Context: an optimization exercise on an open-source flow, tuned for small area and a short achievable clock period. The choices shown serve that exercise and are no tape-out recipe.
Function was checked by simulation only, so behaviour that the tests miss may differ from the original.

==> flow/design.v (outline; a module is shown in full before it is edited, if it fits) <==
// module crc: 2947 lines
// module crc_axo: 8 lines
// module crc_ax2: 9 lines
// module crc_ob: 10 lines
// module crc_x2: 7 lines
module crc #(
	parameter DATA_WIDTH = 32,
	parameter CRC_WIDTH = 32
)
(
	input wire clk,
	input wire resetn,
	input wire clear,
	input wire [CRC_WIDTH-1:0]init_in,
	input wire [CRC_WIDTH:0]poly_in,
	input wire data_reverse,
	input wire crc_reverse,
	input wire [CRC_WIDTH-1:0]xorout_in,
	input wire [DATA_WIDTH-1:0]data_in,
	input wire data_in_valid,
	output wire [CRC_WIDTH-1:0]crc_out
);
  // ...
==> flow/flow/run.sh <==
#!/bin/bash
# The standard layout, with two changes: timing repair aims for a larger
# setup slack than the 120 ns clock needs (so that it shortens the paths
# that set the achieved period), and the port buffers are buf_1 cells.
set -euo pipefail
bash standard.sh synth > synth.log 2>&1
bash standard.sh SETUP_SLACK_MARGIN=88 \
  BUFFER_PORTS_ARGS="-buffer_cell sky130_fd_sc_hd__buf_1" finish > layout.log 2>&1
==> flow/standard.sh <==
#!/bin/bash
# synth_recipe.tcl (not shown) runs the flow's synth.tcl, then flattens the netlist and writes it again
# the make line also repeats each setting of config.mk as NAME=value (left out here)
make -C /OpenROAD-flow-scripts/flow DESIGN_CONFIG=/design/flow/config.mk WORK_HOME=/design/flow/orfs CLKGATE_MAP_FILE= SYNTH_SCRIPT=/design/flow/synth_recipe.tcl "${@:-finish}"
==> flow/config.mk <==
export PLATFORM = sky130hd
export DESIGN_NAME = crc
export DESIGN_NICKNAME = crc
export VERILOG_FILES = /design/flow/design.v
export SDC_FILE = /design/flow/constraint.sdc
export NUM_CORES = 4
export LEC_CHECK = 0
export CAP_MARGIN = 50
export CORE_MARGIN = 2
export CORE_UTILIZATION = 55
export CTS_BUF_LIST = sky130_fd_sc_hd__clkbuf_8
export CTS_CLUSTER_SIZE = 30
export GPL_ROUTABILITY_DRIVEN = 1
export PLACE_DENSITY = 0.65
export SLEW_MARGIN = 50
export SYNTH_HIERARCHICAL = 1
==> flow/constraint.sdc <==
create_clock -name core_clock -period 120.0 [get_ports {clk}]
set_input_delay 24.0000 -clock core_clock [delete_from_list [all_inputs] [get_ports {clk}]]
set_output_delay 24.0000 -clock core_clock [all_outputs]
set_load 0.01 [all_outputs]
==> run notes, run 1 <==
* Status: no timing/DRC/antenna violations
* Largest net degree at the start of global routing at 49
* Clock network contribution to total cell area at 0.0147
* Vias at 22800
* Number of cells produced by synthesis at 3171
* Register Area at 3060 sq um
* H-tree Lvls at 4
* Fraction of synthesized cell area in xor and xnor cells at 0.432
* Commonest cells post-synth: nand2_1, xor2_1, xnor2_1, nor2_1, mux2i_1
* Critical Path Most Common Cell: nand2_1
* Clk sink count at 136
* Area-dominant class: multi-input combinational cells
* First-pass GRT wire length at 128000 um
* Multi-input logic area at 19800 sq um
* Sequential share of the synthesized area at 0.133
* Stages on the worst setup path at 26
* Hold path depth at 4
* Crit. End Element: primary output
* Synthesis-stage register bit count at 136
* Critical path required time at 96000 ps
* Met3 usage at 0.0498
* Most frequent cells in the layout: nand2_1, xor2_1, xnor2_1
* Area delta synth->final at 10.7%
* Final WS setup at 88840 ps
* CP max stage delay at 670 ps
* Vias in the first global route at 21700
* Number of routed nets with antenna violations at 0
* Cts hold-fix bufs at 0
==> run 2: changes to the inputs <==
--- a/flow/flow/run.sh
+++ b/flow/flow/run.sh
@@ -4,5 +4,5 @@
 # that set the achieved period), and the port buffers are buf_1 cells.
 set -euo pipefail
 bash standard.sh synth > synth.log 2>&1
-bash standard.sh SETUP_SLACK_MARGIN=88 \
+bash standard.sh SETUP_SLACK_MARGIN=89 \
   BUFFER_PORTS_ARGS="-buffer_cell sky130_fd_sc_hd__buf_1" finish > layout.log 2>&1
==> run notes, run 2 <==
* Antenna Cells at 0 (was 2)
* Count leader, synth: nand2_1 (unchanged)
* Fmax at 32.6 MHz (was 32.1 MHz)
* Clk Latency, worst-skew pair at 540 ps (was 530 ps)
* Synth Net Count at 3306 (unchanged)
* Slew Limit Fails at 0 (unchanged)
* Biggest area consumer among synthesized cells: xor2_1 (unchanged)
* Core Region at 40900 sq um (unchanged)
* Critical Path Most Common Cell: nand2_1 (unchanged)
* Maximum buffer depth of the clock tree at 2 (unchanged)
* H-tree Lvls at 4 (unchanged)
* Reg2Reg Setup Slack at 106200 ps (was 105910 ps)
* Initial core utilization at 0.558 (unchanged)
* Final std cells w/o fill at 3939 (was 3931)
* Vias in the first global route at 21500 (was 21700)
* Kind of critical path: reg2out (unchanged)
* Ys async rst share at 0.00735 (unchanged)
* Crit Path Max Fanout at 33 (unchanged)
* Most frequent cells in the layout: nand2_1, xor2_1, xnor2_1 (unchanged)
* MaxCap Viol Count at 0 (unchanged)
* Root Driver: clkbuf_8 (unchanged)
* Slowest-stage cell, CP: xnor2_1 (unchanged)
* CTS clk-pin slew, worst paths at 90 ps (was 110 ps)
* Crit. End Element: primary output (unchanged)
* Setup TNS at 0 ps (unchanged)
* Total CTS buffers at 17 (unchanged)
* Most common cell after layout, fill and taps aside: nand2_1 (unchanged)
* Least-Margin Pin Slew at 745 ps (was 817 ps)
* Clk sink count at 136 (unchanged)
* Cells along the critical path: buf_4 -> nand2_1 -> xnor2_4 -> nand2_1 -> xor2_1 -> xor2_4 -> nand2_1 -> xor2_1 -> xor2_2 -> nand2_1 -> xnor2_1 -> xor2_4 -> buf_6 -> nand2_1 -> xor2_1 -> xor2_2 -> buf_4 -> nand2_1 -> xnor2_1 -> xor2_1 -> xnor2_1 -> a22oi_2 -> xnor2_1 -> buf_1
* Starting DRT DRC Count at 2725 (was 2153)
* Row cnt at 74 (unchanged)
* Final worst path period share at 0.255 (was 0.260)
* Inst Count DP at 3887 (was 3893)
* CTS tree: done (unchanged)
* Final WL at 85000 um (was 84100 um)
* Util after Layout at 0.631 (was 0.618)
* Synth Cell Area at 22800 sq um (unchanged)
* Chip height at 208 um (unchanged)
* Reg with most FFs: pl (unchanged)
* Number of cells produced by synthesis at 3171 (unchanged)
* Hold Violations, Final at 0 (unchanged)
* Largest regs: pl (33), r (32), xo (32) (unchanged)
* Detailed-route DRC error count at 0 (unchanged)
* Clk_skew at 34.2 ps (was 33.5 ps)
* Syn Area/Cell at 7.20 sq um (unchanged)
* RSZ-0062 raised after global routing: no (unchanged)
* Multi-input logic area at 20200 sq um (was 19800 sq um)
* Post-synth EDFFs at 32 (unchanged)
* CP max stage delay at 540 ps (was 670 ps)
* Max_slew headroom at 0.500 (was 0.451)
* Synth unique cells at 75 (unchanged)
* Layout cells sized above 1 at 0.107 (was 0.0980)
* First drt pass iteration count at 8 (was 5)
* First-pass GRT wire length at 128000 um (about the same)
* Final setup fails at 0 (unchanged)
* Via/cell ratio at 5.80 (was 5.81)
* Register Area at 3060 sq um (about the same)
* Critical path required time at 96000 ps (about the same)
* Arr. time, crit path at 6650 ps (was 7160 ps)
* Tot GR Track Use at 0.379 (was 0.378)
* # IOs at 167 (unchanged)
* Fill cell count at 3718 (was 3890)
* Sequential share of the synthesized area at 0.133 (unchanged)
* Number of routed nets with antenna violations at 0 (unchanged)
* Vias at 22800 (about the same)
* HPWL after DPL at 61900 um (was 60800 um)
* Die area at 43200 sq um (unchanged)
* Port bufs at 166 (unchanged)
* Avg WL per Cell at 21.6 um (was 21.4 um)
* Commonest cells post-synth: nand2_1, xor2_1, xnor2_1, nor2_1, mux2i_1 (unchanged)
* Gr ovfl total at 0 (unchanged)
* Largest register FFs at 33 (unchanged)
* Final Wtd Congestion at 0.932 (was 0.941)
* Post-synth top flop: dfxtp_1 (unchanged)
* Status: no timing/DRC/antenna violations (unchanged)
* Initial antenna violation count at 1 (was 3)
* Area delta synth->final at 13.0% (was 10.7%)
* Die width at 208 um (unchanged)
* Net count, final at 3529 (was 3519)
* Worst min path class: reg2reg (unchanged)
* Synthesis-stage register bit count at 136 (unchanged)
* Synth top area share at 0.283 (unchanged)
* Element type at the critical path start: register (unchanged)
* Synth area leaders: xor2_1, nand2_1, xnor2_1, dfxtp_1, mux2i_1 (unchanged)
* Ys Warns at 7 (unchanged)
* Period minus WS final at 30650 ps (was 31160 ps)
* Largest net degree at the start of global routing at 75 (was 49)
run 2: cell counts after synthesis:
Identical to the previous run, type by type.
run 2: Yosys stat by module (local to each module, per instance):
module,copies in the design,area (sq um),cells inside
crc_ax2,365,16.3,3
crc,1,8480,922
crc_ob,32,21.3,2
crc_x2,372,8.76,1
crc_axo,359,12.5,2
run 2: worst paths after layout:
check	startpoint	end	cells past startpoint
max	r[31]$_DFFE_PP_	crc_out[25]	24
min	raw$_DFFE_PN1P_	raw$_DFFE_PN1P_	2
max reg2reg	r[31]$_DFFE_PP_	r[24]$_DFFE_PP_	50
min reg2reg	raw$_DFFE_PN1P_	raw$_DFFE_PN1P_	2
max in group asynchronous	resetn	raw$_DFFE_PN1P_	1
min in group asynchronous	resetn	raw$_DFFE_PN1P_	1
run 2: final cells by class:
cell class,instances,share of cell area
flip-flops and latches,136,0.118
repair buffers,266,0.0554
multi-input cells,2959,0.784
well taps,532,0.0258
clock buffers,17,0.00906
inverters,14,0.00228
clock inverters,15,0.00465
run 2: timing repair:
action                                  4_1_cts  5_1_grt
gates cloned                                  0        3
hold buffers                                  0        0
resized for setup                             8       18
pin swaps                                     0        5
buffers inserted                              0       13
endpoints found under the setup margin       32       46
run 2: metal layers:
layer | vias to the layer above | routed length, um | GRT usage
met5 | - | 0 | 0
met4 | 0 | 3800 | 0.163
met3 | 234 | 7490 | 0.0635
met2 | 1144 | 38100 | 0.594
met1 | 10900 | 35700 | 0.513
li1 | 10600 | - | -
run 2: kinds of logic (layout without fill, tap and decap cells):
| logic type | Yosys count | in the layout | share of synthesized area |
|---|---|---|---|
| xor+xnor | 1128 | 1131 | 0.432 |
| compound gates | 222 | 222 | 0.0707 |
| flops | 136 | 136 | 0.133 |
| buf+inv | 79 | 312 | 0.0152 |
| simple gates | 1393 | 1393 | 0.246 |
| mux | 213 | 213 | 0.102 |
run 2: metrics by stage:
| stage | instance area [sq um] | setup WS, ps | hold slack (ps) |
|---|---|---|---|
| 5_1_grt | 25800 | 89000 | 937 |
| 3_3_place_gp | 24700 | 87890 | 1030 |
| 3_5_place_dp | 25000 | 88710 | 907 |
| 6_report | 25800 | 89350 | 888 |
| 2_1_floorplan | 23100 | 89020 | 1000 |
| 4_1_cts | 25400 | 89030 | 924 |
run 2: critical path: cells and delay by family (launching register included):
kind / cells / cell delay [ps]
XOR/XNOR: 13 / 3690
buffers and inverters: 4 / 1120
flip-flops: 1 / 330
AND/OR/NAND/NOR: 6 / 770
AO/OA/AOI/OAI: 1 / 180
==> run 3: changes to the inputs <==
--- a/flow/flow/run.sh
+++ b/flow/flow/run.sh
@@ -4,5 +4,5 @@
 # that set the achieved period), and the port buffers are buf_1 cells.
 set -euo pipefail
 bash standard.sh synth > synth.log 2>&1
-bash standard.sh SETUP_SLACK_MARGIN=89 \
+bash standard.sh SETUP_SLACK_MARGIN=88 \
   BUFFER_PORTS_ARGS="-buffer_cell sky130_fd_sc_hd__buf_1" finish > layout.log 2>&1
--- a/flow/config.mk
+++ b/flow/config.mk
@@ -8,9 +8,7 @@
 export CAP_MARGIN = 50
 export CORE_MARGIN = 2
 export CORE_UTILIZATION = 55
-export CTS_BUF_LIST = sky130_fd_sc_hd__clkbuf_8
-export CTS_CLUSTER_SIZE = 30
 export GPL_ROUTABILITY_DRIVEN = 1
-export PLACE_DENSITY = 0.65
+export PLACE_DENSITY = 0.75
 export SLEW_MARGIN = 50
 export SYNTH_HIERARCHICAL = 1
==> run notes, run 3 <==
* Postcts setup bufs at 0 (unchanged)
* CTS clk-pin slew, worst paths at 70 ps (was 90 ps)
* Clk_skew at 21.0 ps (was 34.2 ps)
* Tot GR Track Use at 0.353 (was 0.379)
* Arr. time, crit path at 7420 ps (was 6650 ps)
* Most frequent cells in the layout: nand2_1, xor2_1, xnor2_1 (unchanged)
* Final setup fails at 0 (unchanged)
* Largest register FFs at 33 (unchanged)
* Vias in the first global route at 21200 (was 21500)
* Port bufs at 166 (unchanged)
* First drt pass iteration count at 6 (was 8)
* Commonest cells post-synth: nand2_1, xor2_1, xnor2_1, nor2_1, mux2i_1 (unchanged)
* Detailed-route DRC error count at 0 (unchanged)
* Vias at 22700 (was 22800)
* Sequential share of the synthesized area at 0.133 (unchanged)
* Layout cells sized above 1 at 0.0965 (was 0.107)
* Clk Latency, worst-skew pair at 450 ps (was 540 ps)
* First-pass GRT wire length at 121000 um (was 128000 um)
* Setup TNS at 0 ps (unchanged)
* CTS tree: done (unchanged)
* Final Wtd Congestion at 0.997 (was 0.932)
* Hold Violations, Final at 0 (unchanged)
* Worst min path class: reg2reg (unchanged)
* Final hold slack at 1050 ps (was 888 ps)
* Synth Net Count at 3306 (unchanged)
* Number of cells produced by synthesis at 3171 (unchanged)
* Buf/Inv on CP at 7 (was 4)
* Largest net degree at the start of global routing at 75 (unchanged)
* Largest regs: pl (33), r (32), xo (32) (unchanged)
* Chip height at 208 um (unchanged)
* Element type at the critical path start: register (unchanged)
* Synth Cell Area at 22800 sq um (unchanged)
* Number of routed nets with antenna violations at 0 (unchanged)
* Status: no timing/DRC/antenna violations (unchanged)
* Cts hold-fix bufs at 0 (unchanged)
* Period minus WS final at 31420 ps (was 30650 ps)
* Least-Margin Pin Slew at 801 ps (was 745 ps)
* Reg with most FFs: pl (unchanged)
* H-tree Lvls at 4 (unchanged)
* Biggest area consumer among synthesized cells: xor2_1 (unchanged)
* Synth top area share at 0.283 (unchanged)
* Fill cell count at 3734 (was 3718)
* Crit. End Element: primary output (unchanged)
* Net count, final at 3522 (was 3529)
* Die width at 208 um (unchanged)
* Initial core utilization at 0.558 (unchanged)
* # IOs at 167 (unchanged)
* Initial antenna violation count at 3 (was 1)
* Core Region at 40900 sq um (unchanged)
* Final WL at 78200 um (was 85000 um)
* RSZ-0062 raised after global routing: no (unchanged)
* Starting DRT DRC Count at 2647 (was 2725)
* Post-synth top flop: dfxtp_1 (unchanged)
* Synth area leaders: xor2_1, nand2_1, xnor2_1, dfxtp_1, mux2i_1 (unchanged)
* Max_slew headroom at 0.462 (was 0.500)
* Ys async rst share at 0.00735 (unchanged)
* Area delta synth->final at 11.9% (was 13.0%)
* Kind of critical path: reg2out (unchanged)
* Via/cell ratio at 5.77 (was 5.80)
* HPWL after DPL at 56000 um (was 61900 um)
* Final worst path period share at 0.262 (was 0.255)
* Maximum buffer depth of the clock tree at 2 (unchanged)
* Fmax at 31.8 MHz (was 32.6 MHz)
* Synthesis-stage register bit count at 136 (unchanged)
* CP max stage delay at 660 ps (was 540 ps)
* Syn Area/Cell at 7.20 sq um (unchanged)
* Synth unique cells at 75 (unchanged)
* Die area at 43200 sq um (unchanged)
* Total CTS buffers at 17 (unchanged)
* Top Family by Delay on Critical Path: XOR/XNOR gates (unchanged)
* Post-CTS sizing at 0 (was 8)
* Slew Limit Fails at 0 (unchanged)
* MaxCap Viol Count at 0 (unchanged)
* Count leader, synth: nand2_1 (unchanged)
* Critical path required time at 96000 ps (about the same)
* Gr ovfl total at 0 (unchanged)
* Avg WL per Cell at 19.9 um (was 21.6 um)
* Row cnt at 74 (unchanged)
* Most common cell after layout, fill and taps aside: nand2_1 (unchanged)
* Crit Path Max Fanout at 40 (was 33)
* Root Driver: clkbuf_16 (was clkbuf_8)
* Post-synth EDFFs at 32 (unchanged)
* Slowest-stage cell, CP: xnor2_1 (unchanged)
* Clk sink count at 136 (unchanged)
* Ys Warns at 7 (unchanged)
==> run 3: cell counts after synthesis <==
No cell type changed its count.
==> run 3: worst min-delay path: stages, from the launching register on <==
cell      delay, ps
dfstp_2         370
clkbuf_8        360
a21o_1          280
==> run 3: layout make-up <==
cell class | count | area, sq um | share of cell area
antenna | 1 | 2.50 | 0.0000979
timing repair buffer | 262 | 1370 | 0.0536
clock inverter | 12 | 150 | 0.00588
multi-input combinational | 2956 | 19800 | 0.774
inverter | 14 | 58.8 | 0.00230
tap | 532 | 666 | 0.0260
clock buffer | 20 | 468 | 0.0183
sequential | 136 | 3060 | 0.120
==> run 3: final timing paths <==
| check | from | slack, ps | endpoint | cells past startpoint |
|---|---|---|---|---|
| max | pn[31]$_DFF_P_ | 88580 | crc_out[11] | 27 |
| min | raw$_DFFE_PN1P_ | 1050 | raw$_DFFE_PN1P_ | 2 |
| max reg2reg | pn[31]$_DFF_P_ | 105590 | r[25]$_DFFE_PP_ | 57 |
| min reg2reg | raw$_DFFE_PN1P_ | 1050 | raw$_DFFE_PN1P_ | 2 |
| max in group asynchronous | resetn | 96510 | raw$_DFFE_PN1P_ | 1 |
| min in group asynchronous | resetn | 23470 | raw$_DFFE_PN1P_ | 1 |
==> run 3: logic make-up after synthesis <==
family,count (synthesis),synth area share
compound gates,222,0.0707
buf+inv,79,0.0152
xor+xnor,1128,0.432
simple gates,1393,0.246
mux,213,0.102
flops,136,0.133
==> run 3: routing by layer <==
metal	part of all wire	GRT usage
met4	0.054	0.182
met3	0.10	0.0728
met5	0	0
met2	0.45	0.561
met1	0.39	0.450
==> run 3: Yosys stat by module, one instance, submodules excluded <==
module / copies in the design / area (sq um) / flip-flops and latches / cells inside
crc_x2: 372 / 8.76 / 0 / 1
crc_axo: 359 / 12.5 / 0 / 2
crc: 1 / 8480 / 136 / 922
crc_ob: 32 / 21.3 / 0 / 2
crc_ax2: 365 / 16.3 / 0 / 3
==> run 3: metrics by stage <==
step	setup WS (ps)	utilization	instances	cell area [sq um]
after global routing	88170	0.624	3932	25600
after global placement	88790	0.604	3892	24700
after detailed placement	89150	0.607	3899	24900
after CTS	88640	0.622	3931	25500
final	88580	0.624	3933	25600
after floorplan	88100	-	3171	23000
==> run 4: changes to the inputs <==
--- a/flow/config.mk
+++ b/flow/config.mk
@@ -9,6 +9,6 @@
 export CORE_MARGIN = 2
 export CORE_UTILIZATION = 55
 export GPL_ROUTABILITY_DRIVEN = 1
-export PLACE_DENSITY = 0.75
+export PLACE_DENSITY = 0.55
 export SLEW_MARGIN = 50
 export SYNTH_HIERARCHICAL = 1
==> run notes, run 4 <==
* Status: no timing/DRC/antenna violations (unchanged)
* First-pass GRT wire length at 129000 um (was 121000 um)
* Cts hold-fix bufs at 0 (unchanged)
* Tot GR Track Use at 0.381 (was 0.353)
* Synth unique cells at 75 (unchanged)
* Reg with most FFs: pl (unchanged)
* Reg2reg start: pn[31]$_DFF_P_ (unchanged)
* Hold path depth at 3 (was 2)
* Die area at 43200 sq um (unchanged)
* Commonest cells post-synth: nand2_1, xor2_1, xnor2_1, nor2_1, mux2i_1 (unchanged)
* Largest register FFs at 33 (unchanged)
* Row cnt at 74 (unchanged)
* MaxCap Viol Count at 0 (unchanged)
* Least-Margin Pin Slew at 760 ps (was 801 ps)
* Number of routed nets with antenna violations at 0 (unchanged)
* Largest regs: pl (33), r (32), xo (32) (unchanged)
* Final Instance Area at 25500 sq um (was 25600 sq um)
* Total CTS buffers at 17 (unchanged)
* Starting DRT DRC Count at 2363 (was 2647)
* HPWL after DPL at 61000 um (was 56000 um)
* Slew Limit Fails at 0 (unchanged)
* Placed cell areas at 24800 sq um (was 24900 sq um)
* Chip height at 208 um (unchanged)
* Clk Latency, worst-skew pair at 480 ps (was 450 ps)
* DR WL met2 at 38500 um (was 35300 um)
* CTS clk-pin slew, worst paths at 80 ps (was 70 ps)
* Worst min path class: reg2reg (unchanged)
* Synthesis-stage register bit count at 136 (unchanged)
* Postcts setup bufs at 0 (unchanged)
* Ys Warns at 7 (unchanged)
* Initial core utilization at 0.558 (unchanged)
* Inst Count DP at 3891 (was 3899)
* Net count, final at 3517 (was 3522)
* Critical path required time at 96000 ps (about the same)
* Final worst path period share at 0.261 (was 0.262)
* Post-synth EDFFs at 32 (unchanged)
* Period minus WS final at 31360 ps (was 31420 ps)
* Maximum buffer depth of the clock tree at 2 (unchanged)
* Area delta synth->final at 11.6% (was 11.9%)
* R2R depth at 57 (unchanged)
* Kind of critical path: reg2out (unchanged)
* Hold Violations, Final at 0 (unchanged)
* Top routing layer in use: met4 (unchanged)
* Syn Area/Cell at 7.20 sq um (unchanged)
* Crit. End Element: primary output (unchanged)
* Gr ovfl total at 0 (unchanged)
* Setup TNS at 0 ps (unchanged)
* Layout cells sized above 1 at 0.0969 (was 0.0965)
* Clk sink count at 136 (unchanged)
* Port bufs at 166 (unchanged)
* Final WL at 84300 um (was 78200 um)
* Avg WL per Cell at 21.5 um (was 19.9 um)
* Detailed-route DRC error count at 0 (unchanged)
* Crit Path Max Fanout at 37 (was 40)
* RSZ-0062 raised after global routing: no (unchanged)
* Vias in the first global route at 21700 (was 21200)
* Post-CTS sizing at 0 (unchanged)
* Vias at 22700 (about the same)
* Max_slew headroom at 0.489 (was 0.462)
* Worst hold start: pn[31]$_DFF_P_ (was raw$_DFFE_PN1P_)
* Initial antenna violation count at 1 (was 3)
* Die width at 208 um (unchanged)
* Most frequent cells in the layout: nand2_1, xor2_1, xnor2_1 (unchanged)
* CTS tree: done (unchanged)
* Post-Route M1 WL at 35500 um (was 30500 um)
* Largest net degree at the start of global routing at 76 (was 75)
* Synth Cell Area at 22800 sq um (unchanged)
* Number of cells produced by synthesis at 3171 (unchanged)
* Final setup fails at 0 (unchanged)
* Arr. time, crit path at 7360 ps (was 7420 ps)
* First drt pass iteration count at 6 (unchanged)
* Final Wtd Congestion at 0.973 (was 0.997)
* Via/cell ratio at 5.77 (about the same)
* Post-synth top flop: dfxtp_1 (unchanged)
* Synth Net Count at 3306 (unchanged)
* Clk_skew at 24.5 ps (was 21.0 ps)
* Synth top area share at 0.283 (unchanged)
* # IOs at 167 (unchanged)
* Core Region at 40900 sq um (unchanged)
* Met3 wire len at 6690 um (was 8190 um)
* H-tree Lvls at 4 (unchanged)
* Count leader, synth: nand2_1 (unchanged)
* Sequential share of the synthesized area at 0.133 (unchanged)
* Root Driver: clkbuf_16 (unchanged)
* Synth area leaders: xor2_1, nand2_1, xnor2_1, dfxtp_1, mux2i_1 (unchanged)
* Reg2Reg Setup Slack at 105600 ps (was 105590 ps)
* Element type at the critical path start: register (unchanged)
* Most common cell after layout, fill and taps aside: nand2_1 (unchanged)
* Hold Path End: r[2]$_DFFE_PP_ (was raw$_DFFE_PN1P_)
* Critical R2R Capture: r[25]$_DFFE_PP_ (unchanged)
* Biggest area consumer among synthesized cells: xor2_1 (unchanged)
* Ys async rst share at 0.00735 (unchanged)
* Fmax at 31.9 MHz (was 31.8 MHz)
* Final std cells w/o fill at 3928 (was 3933)
==> run 4: how the worst max path moves through the flow <==
stage / slack, ps / from / cells after the start / to
floorplan: 88100 / data_in[1] / 22 / r[31]$_DFFE_PP_
global placement: 88830 / data_in[1] / 28 / r[27]$_DFFE_PP_
detailed placement: 89180 / pn[31]$_DFF_P_ / 26 / crc_out[30]
CTS: 88620 / pn[31]$_DFF_P_ / 26 / crc_out[30]
global route: 88250 / pn[31]$_DFF_P_ / 25 / crc_out[13]
finish: 88640 / pn[31]$_DFF_P_ / 26 / crc_out[10]
==> run 4: routing by layer <==
layer  track usage  up-vias
met5             0        -
met4         0.164        0
met3        0.0545      207
met2         0.611     1097
met1         0.509    10800
li1              -    10600
==> run 4: worst max-delay path: stages (launching register included) <==
cell	delay, ps
dfxtp_2	750
buf_4	530
nand2_1	120
xnor2_1	140
buf_4	210
nand2_1	80
xor2_1	240
xor2_2	470
nand2_1	130
xnor2_1	290
xor2_2	150
buf_4	360
nand2_1	120
xor2_1	220
xor2_2	150
buf_4	360
nand2_1	120
xor2_1	240
xor2_2	160
buf_4	360
nand2_1	120
xnor2_1	150
xor2_1	190
xnor2_1	610
a22oi_2	180
xnor2_1	190
buf_1	170
==> run 4: stage by stage <==
step	util	setup WS, ps	hold slack, ps
global route	0.623	88250	1140
finish	0.623	88640	1110
floorplan	-	88100	1000
global placement	0.603	88830	1080
detailed placement	0.606	89180	1010
CTS	0.620	88620	1010
==> run 4: area by class of cell <==
class / count / area [sq um]
multi-input combinational: 2956 / 19800
fill: 3835 / 15400
sequential: 136 / 3060
timing repair buffer: 257 / 1330
tap: 532 / 666
clock buffer: 17 / 425
clock inverter: 15 / 156
inverter: 14 / 58.8
antenna: 1 / 2.50
==> run 4: cell families after synthesis <==
| logic type | Yosys count | synth area share |
|---|---|---|
| AO/OA/AOI/OAI | 222 | 0.0707 |
| XOR/XNOR | 1128 | 0.432 |
| buffers and inverters | 79 | 0.0152 |
| flip-flops | 136 | 0.133 |
| multiplexers | 213 | 0.102 |
| AND/OR/NAND/NOR | 1393 | 0.246 |
==> run 4: per-module statistics from Yosys, one instance, submodules excluded <==
module	flops+latches	cell area [sq um]	times used	cells inside
crc_x2	0	8.76	372	1
crc_axo	0	12.5	359	2
crc_ob	0	21.3	32	2
crc_ax2	0	16.3	365	3
crc	136	8480	1	922
==> run 5: changes to the inputs <==
--- a/flow/config.mk
+++ b/flow/config.mk
@@ -8,7 +8,7 @@
 export CAP_MARGIN = 50
 export CORE_MARGIN = 2
 export CORE_UTILIZATION = 55
-export GPL_ROUTABILITY_DRIVEN = 1
-export PLACE_DENSITY = 0.55
+export GPL_ROUTABILITY_DRIVEN = 0
+export PLACE_DENSITY = 0.65
 export SLEW_MARGIN = 50
 export SYNTH_HIERARCHICAL = 1
==> run notes, run 5 <==
* Cts hold-fix bufs at 0 (unchanged)
* Clk sink count at 136 (unchanged)
* Initial core utilization at 0.558 (unchanged)
* Postcts setup bufs at 0 (unchanged)
* Inst Count DP at 3891 (unchanged)
* Tot GR Track Use at 0.361 (was 0.381)
* Largest net degree at the start of global routing at 49 (was 76)
* MaxCap Viol Count at 0 (unchanged)
* Post-synth top flop: dfxtp_1 (unchanged)
* Least-Margin Pin Slew at 777 ps (was 760 ps)
* Clk Latency, worst-skew pair at 450 ps (was 480 ps)
* Largest regs: pl (33), r (32), xo (32) (unchanged)
* HPWL after DPL at 58100 um (was 61000 um)
* Crit path capture: crc_out[20] (was crc_out[10])
* Reg with most FFs: pl (unchanged)
* Post-synth EDFFs at 32 (unchanged)
* Gr ovfl total at 0 (unchanged)
* Setup TNS at 0 ps (unchanged)
* Ys async rst share at 0.00735 (unchanged)
* Starting DRT DRC Count at 2532 (was 2363)
* Die area at 43200 sq um (unchanged)
* Final worst path period share at 0.261 (about the same)
* Synth Net Count at 3306 (unchanged)
* Commonest cells post-synth: nand2_1, xor2_1, xnor2_1, nor2_1, mux2i_1 (unchanged)
* # IOs at 167 (unchanged)
* Sequential share of the synthesized area at 0.133 (unchanged)
* Ys Warns at 7 (unchanged)
* Chip height at 208 um (unchanged)
* Initial antenna violation count at 3 (was 1)
* Most frequent cells in the layout: nand2_1, xor2_1, xnor2_1 (unchanged)
* Slowest-stage cell, CP: xnor2_1 (was dfxtp_2)
* Number of routed nets with antenna violations at 0 (unchanged)
* Synth unique cells at 75 (unchanged)
* Avg WL per Cell at 20.5 um (was 21.5 um)
* Count leader, synth: nand2_1 (unchanged)
* Net count, final at 3514 (was 3517)
* Synth Cell Area at 22800 sq um (unchanged)
* Biggest area consumer among synthesized cells: xor2_1 (unchanged)
* First-pass GRT wire length at 124000 um (was 129000 um)
* Die width at 208 um (unchanged)
* Util after Layout at 0.625 (was 0.623)
* Reg2Reg Setup Slack at 105450 ps (was 105600 ps)
* Total CTS buffers at 17 (unchanged)
* Final std cells w/o fill at 3925 (was 3928)
* H-tree Lvls at 4 (unchanged)
* Vias in the first global route at 21600 (was 21700)
* Status: no timing/DRC/antenna violations (unchanged)
* Via/cell ratio at 5.79 (was 5.77)
* Vias at 22700 (about the same)
* Post-CTS sizing at 0 (unchanged)
* Crit Path Max Fanout at 33 (was 37)
* Row cnt at 74 (unchanged)
* Root Driver: clkbuf_16 (unchanged)
* Arr. time, crit path at 7320 ps (was 7360 ps)
* CTS clk-pin slew, worst paths at 70 ps (was 80 ps)
* Hold Violations, Final at 0 (unchanged)
* RSZ-0062 raised after global routing: no (unchanged)
* Final setup fails at 0 (unchanged)
* Final WL at 80400 um (was 84300 um)
* Element type at the critical path start: register (unchanged)
* Core Region at 40900 sq um (unchanged)
* Most common cell after layout, fill and taps aside: nand2_1 (unchanged)
* Number of cells produced by synthesis at 3171 (unchanged)
* First drt pass iteration count at 7 (was 6)
* Reg2reg start: r[31]$_DFFE_PP_ (was pn[31]$_DFF_P_)
* Largest register FFs at 33 (unchanged)
* Final hold slack at 1040 ps (was 1110 ps)
* R2R depth at 58 (was 57)
* Syn Area/Cell at 7.20 sq um (unchanged)
* Kind of critical path: reg2out (unchanged)
* CTS tree: done (unchanged)
* Port bufs at 166 (unchanged)
* Crit. End Element: primary output (unchanged)
* Period minus WS final at 31320 ps (was 31360 ps)
* Synth area leaders: xor2_1, nand2_1, xnor2_1, dfxtp_1, mux2i_1 (unchanged)
* Detailed-route DRC error count at 0 (unchanged)
* CP max stage delay at 610 ps (was 750 ps)
* Worst min path class: reg2reg (unchanged)
* Max_slew headroom at 0.481 (was 0.489)
* Maximum buffer depth of the clock tree at 2 (unchanged)
* Fmax at 31.9 MHz (about the same)
* Critical R2R Capture: r[23]$_DFFE_PP_ (was r[25]$_DFFE_PP_)
* Synth top area share at 0.283 (unchanged)
* Layout cells sized above 1 at 0.0994 (was 0.0969)
* Critical path origin: r[31]$_DFFE_PP_ (was pn[31]$_DFF_P_)
* Slew Limit Fails at 0 (unchanged)
* Area delta synth->final at 12.0% (was 11.6%)
* Synthesis-stage register bit count at 136 (unchanged)
* Clk_skew at 6.19 ps (was 24.5 ps)
* Critical path required time at 96000 ps (about the same)
run 5: layer usage:
| layer | up-vias | track usage | routed length (um) |
|---|---|---|---|
| li1 | 10600 | - | - |
| met1 | 10800 | 0.462 | 32300 |
| met2 | 1125 | 0.584 | 36900 |
| met3 | 258 | 0.0670 | 7240 |
| met4 | 0 | 0.178 | 3910 |
| met5 | - | 0 | 0 |
run 5: logic make-up (layout without fill, tap and decap cells):
logic type      Yosys count  after routing  synth area share
xor+xnor               1128           1128             0.432
compound gates          222            222            0.0707
other cells               0              1                 0
buf+inv                  79            300            0.0152
flops                   136            136             0.133
mux                     213            213             0.102
simple gates           1393           1393             0.246
run 5: how the worst min path moves through the flow:
stage                      endpoint      startpoint  depth (start not counted)
detailed placement  r[14]$_DFFE_PP_  pn[31]$_DFF_P_                          4
CTS                 r[14]$_DFFE_PP_  pn[31]$_DFF_P_                          4
finish              r[14]$_DFFE_PP_  pn[31]$_DFF_P_                          4
floorplan           r[19]$_DFFE_PP_  pn[15]$_DFF_P_                          5
global placement    r[14]$_DFFE_PP_  pn[31]$_DFF_P_                          4
global route        r[14]$_DFFE_PP_  pn[31]$_DFF_P_                          4
run 5: layout make-up:
| cell class | count | area, sq um |
|---|---|---|
| antenna | 1 | 2.50 |
| clock buffer | 17 | 425 |
| clock inverter | 15 | 181 |
| fill | 3775 | 15300 |
| inverter | 14 | 58.8 |
| multi-input combinational | 2956 | 19900 |
| sequential | 136 | 3060 |
| tap | 532 | 666 |
| timing repair buffer | 254 | 1310 |
run 5: per-module statistics from Yosys (local to each module, per instance):
module,times used,area (sq um),cells inside
crc_ax2,365,16.3,3
crc_axo,359,12.5,2
crc,1,8480,922
crc_x2,372,8.76,1
crc_ob,32,21.3,2
run 5: critical path, delay by kind of cell, from the launching register on:
kind | cells | cell delay, ps
compound gates | 1 | 180
xor+xnor | 13 | 3050
buf+inv | 7 | 2490
flops | 1 | 320
simple gates | 6 | 770
run 5: stage by stage:
step	setup slack [ps]	cell area (sq um)
6_report	88680	25600
5_1_grt	88310	25600
4_1_cts	88720	25500
3_5_place_dp	88950	24900
3_3_place_gp	88730	24600
2_1_floorplan	88100	23000
==> run 6: changes to the inputs <==
--- a/flow/config.mk
+++ b/flow/config.mk
@@ -6,9 +6,11 @@
 export NUM_CORES = 4
 export LEC_CHECK = 0
 export CAP_MARGIN = 50
+export CELL_PAD_IN_SITES_DETAIL_PLACEMENT = 0
+export CELL_PAD_IN_SITES_GLOBAL_PLACEMENT = 0
 export CORE_MARGIN = 2
 export CORE_UTILIZATION = 55
-export GPL_ROUTABILITY_DRIVEN = 0
+export GPL_ROUTABILITY_DRIVEN = 1
 export PLACE_DENSITY = 0.65
 export SLEW_MARGIN = 50
 export SYNTH_HIERARCHICAL = 1
==> run notes, run 6 <==
* Status: no timing/DRC/antenna violations (unchanged)
* Initial antenna violation count at 2 (was 3)
* Initial core utilization at 0.558 (unchanged)
* Antenna Cells at 0 (was 1)
* Vias at 22700 (about the same)
* Final Wtd Congestion at 0.941
* Least-Margin Pin Slew at 792 ps (was 777 ps)
* Biggest area consumer among synthesized cells: xor2_1 (unchanged)
* Clk_skew at 20.0 ps (was 6.19 ps)
* Number of routed nets with antenna violations at 0 (unchanged)
* HPWL after DPL at 60800 um (was 58100 um)
* Slew Limit Fails at 0 (unchanged)
* Avg WL per Cell at 21.4 um (was 20.5 um)
* Net count, final at 3519 (was 3514)
* Largest regs: pl (33), r (32), xo (32) (unchanged)
* Critical path required time at 96000 ps (about the same)
* Synth unique cells at 75 (unchanged)
* Most frequent cells in the layout: nand2_1, xor2_1, xnor2_1 (unchanged)
* Port bufs at 166 (unchanged)
* Post-synth top flop: dfxtp_1 (unchanged)
* Final std cells w/o fill at 3929 (was 3925)
* Most common cell after layout, fill and taps aside: nand2_1 (unchanged)
* Final setup fails at 0 (unchanged)
* Chip height at 208 um (unchanged)
* Setup TNS at 0 ps (unchanged)
* Reg with most FFs: pl (unchanged)
* CTS tree: done (unchanged)
* Commonest cells post-synth: nand2_1, xor2_1, xnor2_1, nor2_1, mux2i_1 (unchanged)
* Maximum buffer depth of the clock tree at 2 (unchanged)
* Detailed-route DRC error count at 0 (unchanged)
* Syn Area/Cell at 7.20 sq um (unchanged)
* Kind of critical path: reg2out (unchanged)
* Area delta synth->final at 11.4% (was 12.0%)
* Starting DRT DRC Count at 2151 (was 2532)
* Row cnt at 74 (unchanged)
* Sequential share of the synthesized area at 0.133 (unchanged)
* Die width at 208 um (unchanged)
* Tot GR Track Use at 0.380 (was 0.361)
* Crit Path Max Fanout at 33 (unchanged)
* Cts hold-fix bufs at 0 (unchanged)
* Number of cells produced by synthesis at 3171 (unchanged)
* Ys Warns at 7 (unchanged)
* Synth top area share at 0.283 (unchanged)
* Post-CTS sizing at 0 (unchanged)
* Final WL at 84300 um (was 80400 um)
* Vias in the first global route at 21700 (was 21600)
* Via/cell ratio at 5.78 (was 5.79)
* Clk Latency, worst-skew pair at 470 ps (was 450 ps)
* Postcts setup bufs at 0 (unchanged)
* RSZ-0062 raised after global routing: no (unchanged)
* Final worst path period share at 0.259 (was 0.261)
* Synth area leaders: xor2_1, nand2_1, xnor2_1, dfxtp_1, mux2i_1 (unchanged)
* Max_slew headroom at 0.468 (was 0.481)
* MaxCap Viol Count at 0 (unchanged)
* First drt pass iteration count at 6 (was 7)
* Count leader, synth: nand2_1 (unchanged)
* Element type at the critical path start: register (unchanged)
* Core Region at 40900 sq um (unchanged)
* Largest register FFs at 33 (unchanged)
* Period minus WS final at 31110 ps (was 31320 ps)
* Total CTS buffers at 17 (unchanged)
* Clk sink count at 136 (unchanged)
* CTS clk-pin slew, worst paths at 70 ps (about the same)
* Synthesis-stage register bit count at 136 (unchanged)
* H-tree Lvls at 4 (unchanged)
* Worst min path class: reg2reg (unchanged)
* Synth Cell Area at 22800 sq um (unchanged)
* Hold Violations, Final at 0 (unchanged)
* Post-synth EDFFs at 32 (unchanged)
* # IOs at 167 (unchanged)
* Root Driver: clkbuf_16 (unchanged)
* First-pass GRT wire length at 128000 um (was 124000 um)
* Inst Count DP at 3893 (was 3891)
* Layout cells sized above 1 at 0.0980 (was 0.0994)
* Crit. End Element: primary output (unchanged)
* Synth Net Count at 3306 (unchanged)
* Arr. time, crit path at 7110 ps (was 7320 ps)
* Gr ovfl total at 0 (unchanged)
* Die area at 43200 sq um (unchanged)
* Largest net degree at the start of global routing at 49 (unchanged)
* Fmax at 32.1 MHz (was 31.9 MHz)
* Ys async rst share at 0.00735 (unchanged)
## run 6: cell counts after synthesis
Identical to the previous run, type by type.
## run 6: layout make-up
| cell class | instances | area (sq um) |
|---|---|---|
| clock inverter | 14 | 124 |
| timing repair buffer | 259 | 1340 |
| sequential | 136 | 3060 |
| tap | 532 | 666 |
| multi-input combinational | 2956 | 19800 |
| clock buffer | 18 | 439 |
| fill | 3866 | 15500 |
| inverter | 14 | 58.8 |
## run 6: cells by family (layout without fill, tap and decap cells)
group                     Yosys count  count (layout)  share of synthesized area
DFF                               136             136                      0.133
and+or+nand+nor                  1393            1393                      0.246
buffers and inverters              79             305                     0.0152
AOI/OAI and AO/OA                 222             222                     0.0707
muxes                             213             213                      0.102
xor gates and xnor gates         1128            1128                      0.432
## run 6: path summary, 6_finish.rpt
kind                                  from               to  slack [ps]  depth (start not counted)
max in group asynchronous           resetn  raw$_DFFE_PN1P_       96530                          1
setup reg to reg           r[31]$_DFFE_PP_  r[19]$_DFFE_PP_      105910                         57
setup / recovery           r[31]$_DFFE_PP_       crc_out[8]       88890                         26
min in group asynchronous           resetn  raw$_DFFE_PN1P_       23450                          1
hold reg to reg             pn[31]$_DFF_P_   r[2]$_DFFE_PP_        1080                          4
hold / removal              pn[31]$_DFF_P_   r[2]$_DFFE_PP_        1080                          4
## run 6: routing by layer
metal / vias up / GRT usage / wire length (um)
li1: 10600 / - / -
met1: 10900 / 0.508 / 35600
met2: 1047 / 0.609 / 38500
met3: 225 / 0.0533 / 6490
met4: 0 / 0.165 / 3700
met5: - / 0 / 0
## run 6: per-stage QoR
stage / util / setup WS, ps / hold slack (ps) / area [sq um]
floorplan: - / 88100 / 1000 / 23000
global placement: 0.603 / 88900 / 1020 / 24700
detailed placement: 0.606 / 89260 / 1030 / 24800
CTS: 0.620 / 88860 / 1070 / 25400
global route: 0.622 / 88520 / 1120 / 25500
finish: 0.622 / 88890 / 1080 / 25500
## run 6: critical path, stage by stage (launching register included)
cell and delay [ps]:
edfxtp_1 320, buf_4 370, nand2_1 170, xnor2_2 530, nand2_1 170, xor2_1 250, xor2_2 150, buf_4 360
nand2_1 120, xor2_1 220, xor2_2 140, buf_4 350, nand2_1 120, xor2_1 230, xor2_2 150, buf_4 360
nand2_1 120, xor2_1 250, xor2_2 150, buf_4 380, nand2_1 130, xnor2_1 240, xor2_1 140, xnor2_1 640
a22oi_2 180, xnor2_1 190, buf_1 170
## run 6: modules after synthesis (local to each module, per instance)
module	flip-flops and latches	times used	area, sq um
crc	136	1	8480
crc_ob	0	32	21.3
crc_ax2	0	365	16.3
crc_axo	0	359	12.5
crc_x2	0	372	8.76
==> run 7: changes to the inputs <==
--- a/flow/config.mk
+++ b/flow/config.mk
@@ -6,10 +6,10 @@
 export NUM_CORES = 4
 export LEC_CHECK = 0
 export CAP_MARGIN = 50
-export CELL_PAD_IN_SITES_DETAIL_PLACEMENT = 0
-export CELL_PAD_IN_SITES_GLOBAL_PLACEMENT = 0
 export CORE_MARGIN = 2
 export CORE_UTILIZATION = 55
+export CTS_CLUSTER_DIAMETER = 400
+export CTS_CLUSTER_SIZE = 70
 export GPL_ROUTABILITY_DRIVEN = 1
 export PLACE_DENSITY = 0.65
 export SLEW_MARGIN = 50
==> run notes, run 7 <==
* Number of cells produced by synthesis at 3171 (unchanged)
* Tot GR Track Use at 0.380 (unchanged)
* Worst min path class: reg2reg (unchanged)
* Hold Violations, Final at 0 (unchanged)
* Buf/Inv on CP at 6 (unchanged)
* Port bufs at 166 (unchanged)
* Post-synth EDFFs at 32 (unchanged)
* Slowest-stage cell, CP: xnor2_1 (unchanged)
* Maximum buffer depth of the clock tree at 2 (unchanged)
* Reg2reg start: r[31]$_DFFE_PP_ (unchanged)
* GR peak layer: met2 (unchanged)
* Setup TNS at 0 ps (unchanged)
* Gr ovfl total at 0 (unchanged)
* Sequential share of the synthesized area at 0.133 (unchanged)
* Net count, final at 3519 (unchanged)
* Largest register FFs at 33 (unchanged)
* Starting DRT DRC Count at 2151 (unchanged)
* R2R depth at 57 (unchanged)
* Via/cell ratio at 5.78 (unchanged)
* Reg with most FFs: pl (unchanged)
* Synth Net Count at 3306 (unchanged)
* Biggest area consumer among synthesized cells: xor2_1 (unchanged)
* CTS tree: done (unchanged)
* Stages on the worst setup path at 26 (unchanged)
* Met2 Use GR at 0.609 (unchanged)
* Element type at the critical path start: register (unchanged)
* Postcts setup bufs at 0 (unchanged)
* Met3 usage at 0.0533 (unchanged)
* Largest net degree at the start of global routing at 49 (unchanged)
* Clk sink count at 136 (unchanged)
* Die area at 43200 sq um (unchanged)
* Syn Area/Cell at 7.20 sq um (unchanged)
* Slew Limit Fails at 0 (unchanged)
* Detailed-route DRC error count at 0 (unchanged)
* Final hold slack at 1080 ps (unchanged)
* Met1 usage at 0.508 (unchanged)
* Area delta synth->final at 11.4% (unchanged)
* Vias in the first global route at 21700 (unchanged)
* Worst hold start: pn[31]$_DFF_P_ (unchanged)
* Crit. End Element: primary output (unchanged)
* Post-synth top flop: dfxtp_1 (unchanged)
* CTS clk-pin slew, worst paths at 70 ps (about the same)
* Final setup fails at 0 (unchanged)
* Max_slew headroom at 0.468 (unchanged)
* Count leader, synth: nand2_1 (unchanged)
* Commonest cells post-synth: nand2_1, xor2_1, xnor2_1, nor2_1, mux2i_1 (unchanged)
* Core Region at 40900 sq um (unchanged)
* Total CTS buffers at 17 (unchanged)
* Vias at 22700 (unchanged)
* Root Driver: clkbuf_16 (unchanged)
* Crit Path Max Fanout at 33 (unchanged)
* Final WL at 84300 um (unchanged)
* Chip height at 208 um (unchanged)
* # IOs at 167 (unchanged)
* Critical Path Most Common Cell: nand2_1 (unchanged)
* Synth top area share at 0.283 (unchanged)
* Most frequent cells in the layout: nand2_1, xor2_1, xnor2_1 (unchanged)
* Synth Cell Area at 22800 sq um (unchanged)
* Clk_skew at 20.0 ps (unchanged)
* Synth area leaders: xor2_1, nand2_1, xnor2_1, dfxtp_1, mux2i_1 (unchanged)
* Clk Latency, worst-skew pair at 470 ps (about the same)
* Final worst path period share at 0.259 (unchanged)
* Row cnt at 74 (unchanged)
* Layout cells sized above 1 at 0.0980 (unchanged)
* Kind of critical path: reg2out (unchanged)
* Critical R2R Capture: r[19]$_DFFE_PP_ (unchanged)
* Largest regs: pl (33), r (32), xo (32) (unchanged)
* Number of routed nets with antenna violations at 0 (unchanged)
* Most common cell after layout, fill and taps aside: nand2_1 (unchanged)
* Top Family by Delay on Critical Path: XOR/XNOR gates (unchanged)
* Ys Warns at 7 (unchanged)
* CP max stage delay at 640 ps (about the same)
* H-tree Lvls at 4 (unchanged)
* Reg2Reg Setup Slack at 105910 ps (about the same)
* Period minus WS final at 31110 ps (unchanged)
* MaxCap Viol Count at 0 (unchanged)
* Critical path required time at 96000 ps (about the same)
* Initial antenna violation count at 2 (unchanged)
* Least-Margin Pin Slew at 792 ps (unchanged)
* Ys async rst share at 0.00735 (unchanged)
* Final Wtd Congestion at 0.941 (unchanged)
* Arr. time, crit path at 7110 ps (about the same)
* Post-CTS sizing at 0 (unchanged)
* Hold path depth at 4 (unchanged)
* First drt pass iteration count at 6 (unchanged)
* Fmax at 32.1 MHz (unchanged)
* Avg WL per Cell at 21.4 um (unchanged)
* Synthesis-stage register bit count at 136 (unchanged)
* HPWL after DPL at 60800 um (unchanged)
* Status: no timing/DRC/antenna violations (unchanged)
* First-pass GRT wire length at 128000 um (unchanged)
* Hold Path End: r[2]$_DFFE_PP_ (unchanged)
* Antenna Cells at 0 (unchanged)
* Cts hold-fix bufs at 0 (unchanged)
* RSZ-0062 raised after global routing: no (unchanged)
* Die width at 208 um (unchanged)
* Synth unique cells at 75 (unchanged)
* Initial core utilization at 0.558 (unchanged)
==> run 7: cell counts after synthesis <==
No cell type changed its count.
==> run 7: cell type report <==
type                    count  area (sq um)
clock buffers              18           439
clock inverters            14           124
fillers                  3866         15500
inverters                  14          58.8
multi-input cells        2956         19800
flip-flops and latches    136          3060
well taps                 532           666
repair buffers            259          1340
==> run 7: cells by family (layout without fill, tap and decap cells) <==
kind of cell           after synthesis  after routing  synth area share
multiplexers                       213            213             0.102
buffers and inverters               79            305            0.0152
flip-flops                         136            136             0.133
AO/OA/AOI/OAI                      222            222            0.0707
AND/OR/NAND/NOR                   1393           1393             0.246
XOR/XNOR                          1128           1128             0.432
==> run 7: per-layer routing <==
layer / up-vias / wire (um) / part of all wire
met5: - / 0 / 0
met4: 0 / 3700 / 0.044
met3: 225 / 6490 / 0.077
met2: 1047 / 38500 / 0.46
met1: 10900 / 35600 / 0.42
li1: 10600 / - / -
==> run 7: per-stage QoR <==
step,setup WS [ps],instance area [sq um],utilization,std cells
after floorplan,88100,23000,-,3171
after global placement,88900,24700,0.603,3888
after detailed placement,89260,24800,0.606,3893
after CTS,88860,25400,0.620,3925
after global routing,88520,25500,0.622,3929
final,88890,25500,0.622,3929
==> run 7: how the worst max path moves through the flow <==
stage / start / to
after global placement: data_in[1] / r[31]$_DFFE_PP_
final: r[31]$_DFFE_PP_ / crc_out[8]
after global routing: r[31]$_DFFE_PP_ / crc_out[30]
after CTS: r[31]$_DFFE_PP_ / crc_out[10]
after floorplan: data_in[1] / r[31]$_DFFE_PP_
after detailed placement: data_in[30] / r[19]$_DFFE_PP_
==> run 7: tightest hold or removal path: stages (launching register included) <==
cell and delay [ps]:
dfxtp_2 320, buf_4 230, nand2_1 120, xnor2_1 130, mux2_2 150
==> run 7: Yosys stat by module (local to each module, per instance) <==
module	cell area (sq um)	times used	flip-flops and latches
crc	8480	1	136
crc_ob	21.3	32	0
crc_ax2	16.3	365	0
crc_axo	12.5	359	0
crc_x2	8.76	372	0
==> run 8: changes to the inputs <==
--- a/flow/config.mk
+++ b/flow/config.mk
@@ -8,8 +8,8 @@
 export CAP_MARGIN = 50
 export CORE_MARGIN = 2
 export CORE_UTILIZATION = 55
-export CTS_CLUSTER_DIAMETER = 400
-export CTS_CLUSTER_SIZE = 70
+export CTS_CLUSTER_DIAMETER = 200
+export CTS_CLUSTER_SIZE = 40
 export GPL_ROUTABILITY_DRIVEN = 1
 export PLACE_DENSITY = 0.65
 export SLEW_MARGIN = 50
==> run notes, run 8 <==
* Status: no timing/DRC/antenna violations (unchanged)
* Fmax at 32.1 MHz (unchanged)
* Util after Layout at 0.622 (unchanged)
* Clk_skew at 20.0 ps (unchanged)
* Number of cells produced by synthesis at 3171 (unchanged)
* Area delta synth->final at 11.4% (unchanged)
* CTS clk-pin slew, worst paths at 70 ps (about the same)
* Arr. time, crit path at 7110 ps (about the same)
* Layout cells sized above 1 at 0.0980 (unchanged)
* Maximum buffer depth of the clock tree at 2 (unchanged)
* Reg with most FFs: pl (unchanged)
* Final worst path period share at 0.259 (unchanged)
* Clk Latency, worst-skew pair at 470 ps (about the same)
* Final Wtd Congestion at 0.941 (unchanged)
* Gr ovfl total at 0 (unchanged)
* Synth Net Count at 3306 (unchanged)
* Starting DRT DRC Count at 2151 (unchanged)
* Synth area leaders: xor2_1, nand2_1, xnor2_1, dfxtp_1, mux2i_1 (unchanged)
* Fill cell count at 3866 (unchanged)
* Hold Violations, Final at 0 (unchanged)
* Avg WL per Cell at 21.4 um (unchanged)
* Largest regs: pl (33), r (32), xo (32) (unchanged)
* Core Region at 40900 sq um (unchanged)
* Vias in the first global route at 21700 (unchanged)
* Reg2reg start: r[31]$_DFFE_PP_ (unchanged)
* Largest register FFs at 33 (unchanged)
* Crit path capture: crc_out[8] (unchanged)
* Least-Margin Pin Slew at 792 ps (unchanged)
* Chip height at 208 um (unchanged)
* Final WS setup at 88890 ps (unchanged)
* Largest net degree at the start of global routing at 49 (unchanged)
* Setup TNS at 0 ps (unchanged)
* Sequential share of the synthesized area at 0.133 (unchanged)
* MaxCap Viol Count at 0 (unchanged)
* First drt pass iteration count at 6 (unchanged)
* Clk sink count at 136 (unchanged)
* Ys async rst share at 0.00735 (unchanged)
* Crit Path Max Fanout at 33 (unchanged)
* Antenna Cells at 0 (unchanged)
* First-pass GRT wire length at 128000 um (unchanged)
* Via/cell ratio at 5.78 (unchanged)
* Register Area at 3060 sq um (unchanged)
* Cts hold-fix bufs at 0 (unchanged)
* Most common cell after layout, fill and taps aside: nand2_1 (unchanged)
* Row cnt at 74 (unchanged)
* Worst min path class: reg2reg (unchanged)
* Commonest cells post-synth: nand2_1, xor2_1, xnor2_1, nor2_1, mux2i_1 (unchanged)
* Critical path origin: r[31]$_DFFE_PP_ (unchanged)
* Slew Limit Fails at 0 (unchanged)
* Ys Warns at 7 (unchanged)
* RSZ-0062 raised after global routing: no (unchanged)
* Count leader, synth: nand2_1 (unchanged)
* Final WL at 84300 um (unchanged)
* Critical R2R Capture: r[19]$_DFFE_PP_ (unchanged)
* Final setup fails at 0 (unchanged)
* Postcts setup bufs at 0 (unchanged)
* Root Driver: clkbuf_16 (unchanged)
* Die width at 208 um (unchanged)
* Synth unique cells at 75 (unchanged)
* CTS tree: done (unchanged)
* Period minus WS final at 31110 ps (unchanged)
* Number of routed nets with antenna violations at 0 (unchanged)
* Multi-input logic area at 19800 sq um (unchanged)
* Post-synth EDFFs at 32 (unchanged)
* Element type at the critical path start: register (unchanged)
* Tot GR Track Use at 0.380 (unchanged)
* Initial antenna violation count at 2 (unchanged)
* Syn Area/Cell at 7.20 sq um (unchanged)
* Most frequent cells in the layout: nand2_1, xor2_1, xnor2_1 (unchanged)
* Worst slack, placed at 89260 ps (unchanged)
* H-tree Lvls at 4 (unchanged)
* Die area at 43200 sq um (unchanged)
* Synthesis-stage register bit count at 136 (unchanged)
* Post-CTS sizing at 0 (unchanged)
* R2R depth at 57 (unchanged)
* Port bufs at 166 (unchanged)
* Detailed-route DRC error count at 0 (unchanged)
* Reg2Reg Setup Slack at 105910 ps (about the same)
* Total CTS buffers at 17 (unchanged)
* HPWL after DPL at 60800 um (unchanged)
* Crit. End Element: primary output (unchanged)
* Synth top area share at 0.283 (unchanged)
* Critical path required time at 96000 ps (about the same)
* Kind of critical path: reg2out (unchanged)
* Post-synth top flop: dfxtp_1 (unchanged)
* Biggest area consumer among synthesized cells: xor2_1 (unchanged)
* Synth Cell Area at 22800 sq um (unchanged)
* Vias at 22700 (unchanged)
* Initial core utilization at 0.558 (unchanged)
* # IOs at 167 (unchanged)
* Net count, final at 3519 (unchanged)
* Max_slew headroom at 0.468 (unchanged)
[run 8: per-module statistics from Yosys (local to each module, per instance)]
| module | cell area (sq um) | cells inside |
|---|---|---|
| crc | 8480 | 922 |
| crc_x2 | 8.76 | 1 |
| crc_ob | 21.3 | 2 |
| crc_axo | 12.5 | 2 |
| crc_ax2 | 16.3 | 3 |
[run 8: critical path: stages, from the launching register on]
cell and delay [ps]:
edfxtp_1 320, buf_4 370, nand2_1 170, xnor2_2 530, nand2_1 170, xor2_1 250
xor2_2 150, buf_4 360, nand2_1 120, xor2_1 220, xor2_2 140, buf_4 350
nand2_1 120, xor2_1 230, xor2_2 150, buf_4 360, nand2_1 120, xor2_1 250
xor2_2 150, buf_4 380, nand2_1 130, xnor2_1 240, xor2_1 140, xnor2_1 640
a22oi_2 180, xnor2_1 190, buf_1 170
[run 8: cell families after synthesis]
logic type | count (synthesis) | synth area share
buf+inv | 79 | 0.0152
simple gates | 1393 | 0.246
compound gates | 222 | 0.0707
flops | 136 | 0.133
xor+xnor | 1128 | 0.432
mux | 213 | 0.102
[run 8: final cells by class]
type	instances	share of cell area
Sequential cell	136	0.120
Timing Repair Buffer	259	0.0525
Tap cell	532	0.0261
Multi-Input combinational cell	2956	0.777
Clock inverter	14	0.00487
Clock buffer	18	0.0172
Inverter	14	0.00231
[run 8: worst min path at each step]
| stage | start | endpoint | depth (start not counted) |
|---|---|---|---|
| 6_report | pn[31]$_DFF_P_ | r[2]$_DFFE_PP_ | 4 |
| 5_1_grt | pn[31]$_DFF_P_ | r[2]$_DFFE_PP_ | 4 |
| 4_1_cts | pn[31]$_DFF_P_ | r[2]$_DFFE_PP_ | 4 |
| 3_5_place_dp | pn[31]$_DFF_P_ | r[2]$_DFFE_PP_ | 4 |
| 3_3_place_gp | pn[31]$_DFF_P_ | r[2]$_DFFE_PP_ | 4 |
| 2_1_floorplan | pn[15]$_DFF_P_ | r[19]$_DFFE_PP_ | 5 |
[run 8: layer usage]
layer	track usage	vias up	part of all wire
li1	-	10600	-
met4	0.165	0	0.044
met2	0.609	1047	0.46
met5	0	-	0
met1	0.508	10900	0.42
met3	0.0533	225	0.077
[run 8: per-stage QoR]
stage               instances  cell area, sq um  hold slack [ps]
floorplan                3171             23000             1000
global placement         3888             24700             1020
detailed placement       3893             24800             1030
CTS                      3925             25400             1070
global route             3929             25500             1120
finish                   3929             25500             1080
==> run 9: changes to the inputs <==
--- a/flow/config.mk
+++ b/flow/config.mk
@@ -8,8 +8,6 @@
 export CAP_MARGIN = 50
 export CORE_MARGIN = 2
 export CORE_UTILIZATION = 55
-export CTS_CLUSTER_DIAMETER = 200
-export CTS_CLUSTER_SIZE = 40
 export GPL_ROUTABILITY_DRIVEN = 1
 export PLACE_DENSITY = 0.65
 export SLEW_MARGIN = 50
==> run notes, run 9 <==
* RSZ-0062 raised after global routing: no (unchanged)
* Worst slack, placed at 89260 ps (unchanged)
* Chip height at 208 um (unchanged)
* Top Family by Delay on Critical Path: XOR/XNOR gates (unchanged)
* Util after Layout at 0.622 (unchanged)
* Die width at 208 um (unchanged)
* Slew Limit Fails at 0 (unchanged)
* Total CTS buffers at 17 (unchanged)
* Commonest cells post-synth: nand2_1, xor2_1, xnor2_1, nor2_1, mux2i_1 (unchanged)
* CTS clk-pin slew, worst paths at 70 ps (about the same)
* HPWL after DPL at 60800 um (unchanged)
* Worst hold start: pn[31]$_DFF_P_ (unchanged)
* Final WL at 84300 um (unchanged)
* Avg WL per Cell at 21.4 um (unchanged)
* # IOs at 167 (unchanged)
* MaxCap Viol Count at 0 (unchanged)
* Critical path required time at 96000 ps (about the same)
* H-tree Lvls at 4 (unchanged)
* Least-Margin Pin Slew at 792 ps (unchanged)
* Synth area leaders: xor2_1, nand2_1, xnor2_1, dfxtp_1, mux2i_1 (unchanged)
* Initial core utilization at 0.558 (unchanged)
* Post-synth EDFFs at 32 (unchanged)
* Initial antenna violation count at 2 (unchanged)
* First-pass GRT wire length at 128000 um (unchanged)
* Ys async rst share at 0.00735 (unchanged)
* Vias in the first global route at 21700 (unchanged)
* Net count, final at 3519 (unchanged)
* CP max stage delay at 640 ps (about the same)
* Synthesis-stage register bit count at 136 (unchanged)
* Critical Path Most Common Cell: nand2_1 (unchanged)
* Largest regs: pl (33), r (32), xo (32) (unchanged)
* Crit. End Element: primary output (unchanged)
* Element type at the critical path start: register (unchanged)
* Final worst path period share at 0.259 (unchanged)
* Setup TNS at 0 ps (unchanged)
* Cts hold-fix bufs at 0 (unchanged)
* Placed cell areas at 24800 sq um (unchanged)
* Number of cells produced by synthesis at 3171 (unchanged)
* Row cnt at 74 (unchanged)
* Vias at 22700 (unchanged)
* Hold Violations, Final at 0 (unchanged)
* Fmax at 32.1 MHz (unchanged)
* Area delta synth->final at 11.4% (unchanged)
* Post-CTS sizing at 0 (unchanged)
* Sequential share of the synthesized area at 0.133 (unchanged)
* Multi-input logic area at 19800 sq um (unchanged)
* Clk sink count at 136 (unchanged)
* Via/cell ratio at 5.78 (unchanged)
* Most common cell after layout, fill and taps aside: nand2_1 (unchanged)
* Slowest-stage cell, CP: xnor2_1 (unchanged)
* Die area at 43200 sq um (unchanged)
* Count leader, synth: nand2_1 (unchanged)
* Layout cells sized above 1 at 0.0980 (unchanged)
* Inst Count DP at 3893 (unchanged)
* Worst min path class: reg2reg (unchanged)
* Clk Latency, worst-skew pair at 470 ps (about the same)
* Register Area at 3060 sq um (unchanged)
* Root Driver: clkbuf_16 (unchanged)
* Port bufs at 166 (unchanged)
* Crit Path Max Fanout at 33 (unchanged)
* Synth top area share at 0.283 (unchanged)
* Most frequent cells in the layout: nand2_1, xor2_1, xnor2_1 (unchanged)
* Clk_skew at 20.0 ps (unchanged)
* Arr. time, crit path at 7110 ps (about the same)
* Synth Cell Area at 22800 sq um (unchanged)
* Final setup fails at 0 (unchanged)
* Postcts setup bufs at 0 (unchanged)
* Status: no timing/DRC/antenna violations (unchanged)
* Max_slew headroom at 0.468 (unchanged)
[run 9: cell counts after synthesis]
No cell type changed its count.
[run 9: worst paths after layout]
| path | endpoint | slack, ps | cells past startpoint |
|---|---|---|---|
| worst max-delay path | crc_out[8] | 88890 | 26 |
| worst min-delay path | r[2]$_DFFE_PP_ | 1080 | 4 |
| worst max register to register | r[19]$_DFFE_PP_ | 105910 | 57 |
| worst min register to register | r[2]$_DFFE_PP_ | 1080 | 4 |
| max in group asynchronous | raw$_DFFE_PN1P_ | 96530 | 1 |
| min in group asynchronous | raw$_DFFE_PN1P_ | 23450 | 1 |
[run 9: final cells by class]
| type | instances | share of cell area |
|---|---|---|
| multi-input combinational | 2956 | 0.777 |
| clock inverter | 14 | 0.00487 |
| clock buffer | 18 | 0.0172 |
| timing repair buffer | 259 | 0.0525 |
| sequential | 136 | 0.120 |
| tap | 532 | 0.0261 |
| inverter | 14 | 0.00231 |
[run 9: logic make-up after synthesis]
| logic type | synth area share |
|---|---|
| flip-flops | 0.133 |
| AND/OR/NAND/NOR | 0.246 |
| multiplexers | 0.102 |
| XOR/XNOR | 0.432 |
| buffers and inverters | 0.0152 |
| AO/OA/AOI/OAI | 0.0707 |
[run 9: worst register-to-register path, delay by kind of cell, from the launching register on]
family / cells / cell delay [ps]
xor+xnor: 26 / 6630
compound gates: 3 / 570
simple gates: 14 / 1820
buf+inv: 10 / 3370
mux: 4 / 1120
flops: 1 / 320
[run 9: metal layers]
metal  GRT usage  up-vias  part of all wire
li1            -    10600                 -
met5           0        -                 0
met2       0.609     1047              0.46
met1       0.508    10900              0.42
met3      0.0533      225             0.077
met4       0.165        0             0.044
[run 9: per-module statistics from Yosys, one instance, submodules excluded]
module	flip-flops and latches	times used	cells
crc_x2	0	372	1
crc_axo	0	359	2
crc_ax2	0	365	3
crc_ob	0	32	2
crc	136	1	922

-- re-timing with driven ports --
In the flow no input, the clock included, has a driving cell. The finished layouts below were timed again as built, in two steps. Step 1 (the two cells are an assumption about what drives the block):
set clk [get_ports {clk}]
set_driving_cell -lib_cell sky130_fd_sc_hd__clkbuf_16 $clk
set_driving_cell -lib_cell sky130_fd_sc_hd__buf_2 [delete_from_list [all_inputs] $clk]
Step 2 adds t to the input delays and takes it off the output delays; t is the mean of the earliest and latest rising clock arrival at the registers after step 1. Input paths then give back, and output paths get back, about the clock's delay inside the block. a / b / c = ideal / step 1 / step 2; a / b = the first two.
| run | shift t [ns] | setup WS [ns] | worst slew at a driven data input, ns | cell pins on the clock port's net |
|---|---|---|---|---|
| run 1 | 0.564 | 88.842 / 88.790 / 89.192 | 0.07 | 1 |
| run 2 | 0.570 | 89.350 / 89.295 / 88.976 | 0.05 | 1 |
| run 3 | 0.491 | 88.576 / 88.525 / 89.016 | 0.05 | 1 |
| run 4 | 0.524 | 88.640 / 88.579 / 89.103 | 0.07 | 1 |
| run 5 | 0.499 | 88.682 / 88.626 / 88.905 | 0.06 | 1 |
| run 6 | 0.521 | 88.887 / 88.828 / 89.184 | 0.07 | 1 |
| run 7 | 0.521 | 88.887 / 88.828 / 89.184 | 0.07 | 1 |
| run 8 | 0.521 | 88.887 / 88.828 / 89.184 | 0.07 | 1 |
| run 9 | 0.521 | 88.887 / 88.828 / 89.184 | 0.07 | 1 |
After both steps setup and hold are still met in every run listed. For run 2, which loses most, drivers alone change the setup slack by -0.055 ns; drivers and shift together by -0.374 ns.
